What follows belongs to an exercise in optimizing a design on an open flow for small area; a production flow would make more cautious choices.
No activity file was given, so power comes from the tool's default toggle rates.

==> flow/design.v <==
module IncrementalEncoder ( clk, A, B, I, Position, Load, Idle, EnableIndex, CPRm1, CPR_enabled );
	input wire clk;
	input wire A, B, I;
	input wire [15:0] Load;
	input wire Idle;
	input wire EnableIndex;
	input wire [15:0] CPRm1;
	input wire CPR_enabled;
	output reg [15:0] Position;
	reg A_q, AB_q, I_q;
	wire AB = A ^ B;
	wire step = AB ^ AB_q;
	wire cw, ccw;
	enc_xor2 u_dir (.A(A_q), .B(B), .Y(cw));
	enc_inv u_ccw (.A(cw), .Y(ccw));
	wire index = I & ~I_q & EnableIndex;
	wire live = Idle & ~index;
	wire [15:0] t, nt;
	wire [15:0] nxt;	 
	wire [15:0] eq;		 
	assign t[0] = step;
	genvar i;
	generate
		for (i = 0; i < 16; i = i + 1) begin : bit_
			if (i % 2 == 0) begin : even
				wire q;		 
				enc_xor2  u_q (.A(Position[i]), .B(ccw), .Y(q));
				enc_nand2 u_c (.A(t[i]), .B(q), .Y(nt[i+1]));
				enc_xor2  u_x (.A(Position[i]), .B(t[i]), .Y(nxt[i]));
			end else begin : odd
				if (i < 15) begin : carry
					wire nq;	 
					enc_xnor2 u_q (.A(Position[i]), .B(ccw), .Y(nq));
					enc_nor2  u_c (.A(nt[i]), .B(nq), .Y(t[i+1]));
				end
				enc_xnor2 u_x (.A(Position[i]), .B(nt[i]), .Y(nxt[i]));
			end
			enc_xnor2 u_e (.A(Position[i]), .B(CPRm1[i]), .Y(eq[i]));
		end
	endgenerate
	wire [3:0] zero4;
	enc_nor4 u_z0 (.A(Position[0]),  .B(Position[1]),  .C(Position[2]),  .D(Position[3]),  .Y(zero4[0]));
	enc_nor4 u_z1 (.A(Position[4]),  .B(Position[5]),  .C(Position[6]),  .D(Position[7]),  .Y(zero4[1]));
	enc_nor4 u_z2 (.A(Position[8]),  .B(Position[9]),  .C(Position[10]), .D(Position[11]), .Y(zero4[2]));
	enc_nor4 u_z3 (.A(Position[12]), .B(Position[13]), .C(Position[14]), .D(Position[15]), .Y(zero4[3]));
	wire at_zero_n;
	enc_nand4 u_z (.A(zero4[0]), .B(zero4[1]), .C(zero4[2]), .D(zero4[3]), .Y(at_zero_n));
	wire [3:0] neq4;
	enc_nand4 u_e0 (.A(eq[0]),  .B(eq[1]),  .C(eq[2]),  .D(eq[3]),  .Y(neq4[0]));
	enc_nand4 u_e1 (.A(eq[4]),  .B(eq[5]),  .C(eq[6]),  .D(eq[7]),  .Y(neq4[1]));
	enc_nand4 u_e2 (.A(eq[8]),  .B(eq[9]),  .C(eq[10]), .D(eq[11]), .Y(neq4[2]));
	enc_nand4 u_e3 (.A(eq[12]), .B(eq[13]), .C(eq[14]), .D(eq[15]), .Y(neq4[3]));
	wire at_top;
	enc_nor4 u_eq (.A(neq4[0]), .B(neq4[1]), .C(neq4[2]), .D(neq4[3]), .Y(at_top));
	wire wrap_dn = step & ccw & ~at_zero_n;	 
	wire wrap_up = step & cw & at_top;		 
	wire wrap_n = ~(live & CPR_enabled & wrap_dn);
	wire keep_n = ~(live & ~(CPR_enabled & (wrap_dn | wrap_up)));
	wire wrap, keep;
	enc_inv u_wrap (.A(wrap_n), .Y(wrap));		 
	enc_inv u_keep (.A(keep_n), .Y(keep));		 
	wire [15:0] d;
	generate
		for (i = 0; i < 16; i = i + 1) begin : mux_
			enc_ao221 u_m (.A1(keep), .A2(nxt[i]), .B1(wrap), .B2(CPRm1[i]), .C1(Load[i]), .X(d[i]));
		end
	endgenerate
	always @ (posedge clk) begin
		A_q <= A;
		AB_q <= AB;
		I_q <= I;
		Position <= d;
	end
endmodule
module enc_xor2 (input wire A, input wire B, output wire Y);
	assign Y = A ^ B;
endmodule
module enc_xnor2 (input wire A, input wire B, output wire Y);
	assign Y = ~(A ^ B);
endmodule
module enc_inv (input wire A, output wire Y);
	assign Y = ~A;
endmodule
module enc_nand2 (input wire A, input wire B, output wire Y);
	assign Y = ~(A & B);
endmodule
module enc_nor2 (input wire A, input wire B, output wire Y);
	assign Y = ~(A | B);
endmodule
module enc_or2n (input wire A, input wire B_N, output wire Y);
	assign Y = A | ~B_N;
endmodule
module enc_nand4 (input wire A, input wire B, input wire C, input wire D, output wire Y);
	assign Y = ~(A & B & C & D);
endmodule
module enc_nor4 (input wire A, input wire B, input wire C, input wire D, output wire Y);
	assign Y = ~(A | B | C | D);
endmodule
module enc_ao221 (input wire A1, input wire A2, input wire B1, input wire B2, input wire C1, output wire X);
	assign X = (A1 & A2) | (B1 & B2) | C1;
endmodule
module Heracles_encoders (
	input wire clk,
	input wire Reset,
	input wire A1, input wire B1, input wire I1,
	input wire A2, input wire B2, input wire I2,
	input wire A3, input wire B3, input wire I3,
	input wire A4, input wire B4, input wire I4,
	input wire [15:0] DataBus,
	input wire SetCPR,
	input wire SetPosition,
	input wire EnableIndex,
	output wire [15:0] Position1,
	output wire [15:0] Position2,
	output wire [15:0] Position3,
	output wire [15:0] Position4
	);
	reg [15:0] CPRm1;
	reg CPR_enabled;
	wire [15:0] DataBus_m1;
	wire [15:0] o, no;
	assign o[1] = DataBus[0];
	assign DataBus_m1[0] = ~DataBus[0];
	enc_xnor2 u_d1 (.A(DataBus[1]), .B(o[1]), .Y(DataBus_m1[1]));
	genvar i;
	generate
		for (i = 2; i < 16; i = i + 1) begin : dec_
			if (i % 2 == 0) begin : even
				enc_nor2  u_o (.A(o[i-1]), .B(DataBus[i-1]), .Y(no[i]));
				enc_xor2  u_d (.A(DataBus[i]), .B(no[i]), .Y(DataBus_m1[i]));
			end else begin : odd
				enc_or2n  u_o (.A(DataBus[i-1]), .B_N(no[i-1]), .Y(o[i]));
				enc_xnor2 u_d (.A(DataBus[i]), .B(o[i]), .Y(DataBus_m1[i]));
			end
		end
	endgenerate
	always @ (posedge clk) begin
		if (SetCPR)
			CPRm1 <= DataBus_m1;
		CPR_enabled <= !Reset && (CPR_enabled || SetCPR);
	end
	wire [15:0] Load = DataBus & {16{SetPosition & ~Reset}};
	wire Idle = ~Reset & ~SetPosition;
	IncrementalEncoder E1(.clk(clk), .A(A1), .B(B1), .I(I1), .Position(Position1), .Load(Load), .Idle(Idle), .EnableIndex(EnableIndex), .CPRm1(CPRm1), .CPR_enabled(CPR_enabled));
	IncrementalEncoder E2(.clk(clk), .A(A2), .B(B2), .I(I2), .Position(Position2), .Load(Load), .Idle(Idle), .EnableIndex(EnableIndex), .CPRm1(CPRm1), .CPR_enabled(CPR_enabled));
	IncrementalEncoder E3(.clk(clk), .A(A3), .B(B3), .I(I3), .Position(Position3), .Load(Load), .Idle(Idle), .EnableIndex(EnableIndex), .CPRm1(CPRm1), .CPR_enabled(CPR_enabled));
	IncrementalEncoder E4(.clk(clk), .A(A4), .B(B4), .I(I4), .Position(Position4), .Load(Load), .Idle(Idle), .EnableIndex(EnableIndex), .CPRm1(CPRm1), .CPR_enabled(CPR_enabled));
endmodule
Settings: LEC_CHECK=0, CAP_MARGIN=20, CORE_MARGIN=2, CORE_UTILIZATION=40, GPL_TIMING_DRIVEN=0, SLEW_MARGIN=20, SYNTH_HIERARCHICAL=1; clock period 5.0 ns.
standard.sh (not shown) runs the stock make flow with config.mk's settings and CLKGATE_MAP_FILE= SYNTH_SCRIPT=/design/flow/synth_recipe.tcl, a recipe that flattens the netlist after the stock synthesis.
==> flow/flow/run.sh <==
#!/bin/bash
# Layout flow: the standard flow (standard.sh) with two changes:
#  - synthesis maps the logic with an area-oriented ABC script (flow/abc_area.script)
#    instead of ORFS's speed script; everything else in synthesis is unchanged, so the
#    registers are those of the standard synthesis;
#  - the ports are buffered with the smallest buffer (buf_1);
#  - the clock tree uses clkbuf_8 and no dummy loads.
# Each tool's output goes to the ORFS logs under orfs/logs and to flow_*.log here.
set -euo pipefail
W=$PWD
# ORFS synth.tcl with the ABC script replaced
sed "s#^source \$::env(SCRIPTS_DIR)/synth_preamble.tcl#source \$::env(SCRIPTS_DIR)/synth_preamble.tcl\nset abc_args [lreplace \$abc_args 1 1 $W/flow/abc_area.script]#" \
  $FLOW_HOME/scripts/synth.tcl > $W/flow_synth.tcl
grep -q "flow/abc_area.script" $W/flow_synth.tcl
# The standard flow's synthesis wrapper, sourcing the script above
sed "s#source \$::env(SCRIPTS_DIR)/synth.tcl#source $W/flow_synth.tcl#" $W/synth_recipe.tcl > $W/flow_synth_recipe.tcl
grep -q "flow_synth.tcl" $W/flow_synth_recipe.tcl
sed "s#SYNTH_SCRIPT=[^ ]*#SYNTH_SCRIPT=$W/flow_synth_recipe.tcl#" $W/standard.sh > $W/flow_standard.sh
grep -q "flow_synth_recipe.tcl" $W/flow_standard.sh
export BUFFER_PORTS_ARGS="-buffer_cell sky130_fd_sc_hd__buf_1"
# Clock tree: clkbuf_8 buffers and no dummy loads.
export CTS_ARGS="-sink_clustering_enable -repair_clock_nets -buf_list sky130_fd_sc_hd__clkbuf_8 -dont_use_dummy_load"
bash $W/flow_standard.sh > $W/flow_standard.log 2>&1
==> flow/flow/abc_area.script <==
strash
&get -n
&fraig -x
&put
scorr
dc2
strash
&get -n
&dch -f
&nf -R 1000
&put
The baseline finished clean.
Edit:
- GPL_TIMING_DRIVEN: 0 -> default
After rerunning:
- critical path depth does not change
- total power stays flat
- clock skew is about the same
- synthesized cell count is unchanged
- die area is unchanged
- worst hold slack is better by 0.0038 ns
- cell count does not change
- clock power climbs by about 1%
- global-route usage went up by 0.28 points
No run of this note included a check of the RTL's function; only the layout flow was run.

## static timing again, ports no longer ideal
The flow's constraints put no driver on any port. The routed layouts listed below were extracted and timed again, unchanged, in two steps.
Step 1: set_driving_cell puts a clkbuf_16 on clk and a buf_2 on each other input, an assumption about the parent block.
Step 2 also shifts input and output timing later by t, the mid clock arrival at the registers, as if the neighbouring blocks saw the same clock.
Three values: ideal, step 1, step 2; two values: the first two.
| run | t, ns | setup WS [ns] | hold slack, ns | slew at the worst register clock pin (ns) | pins driven straight from the clock port |
|---|---|---|---|---|---|
| the first run | 0.408 | 0.313 / 0.324 / -0.084 | 0.603 / 0.603 / 0.603 | 0.09 / 0.09 | 1 |
| the second run | 0.416 | 0.739 / 0.752 / 0.336 | 0.607 / 0.607 / 0.607 | 0.09 / 0.09 | 1 |
With both steps, setup timing fails in the first run, where it was met with ideal ports. For the second run, which loses most, drivers alone change the setup slack by +0.013 ns; drivers and shift together by -0.403 ns.
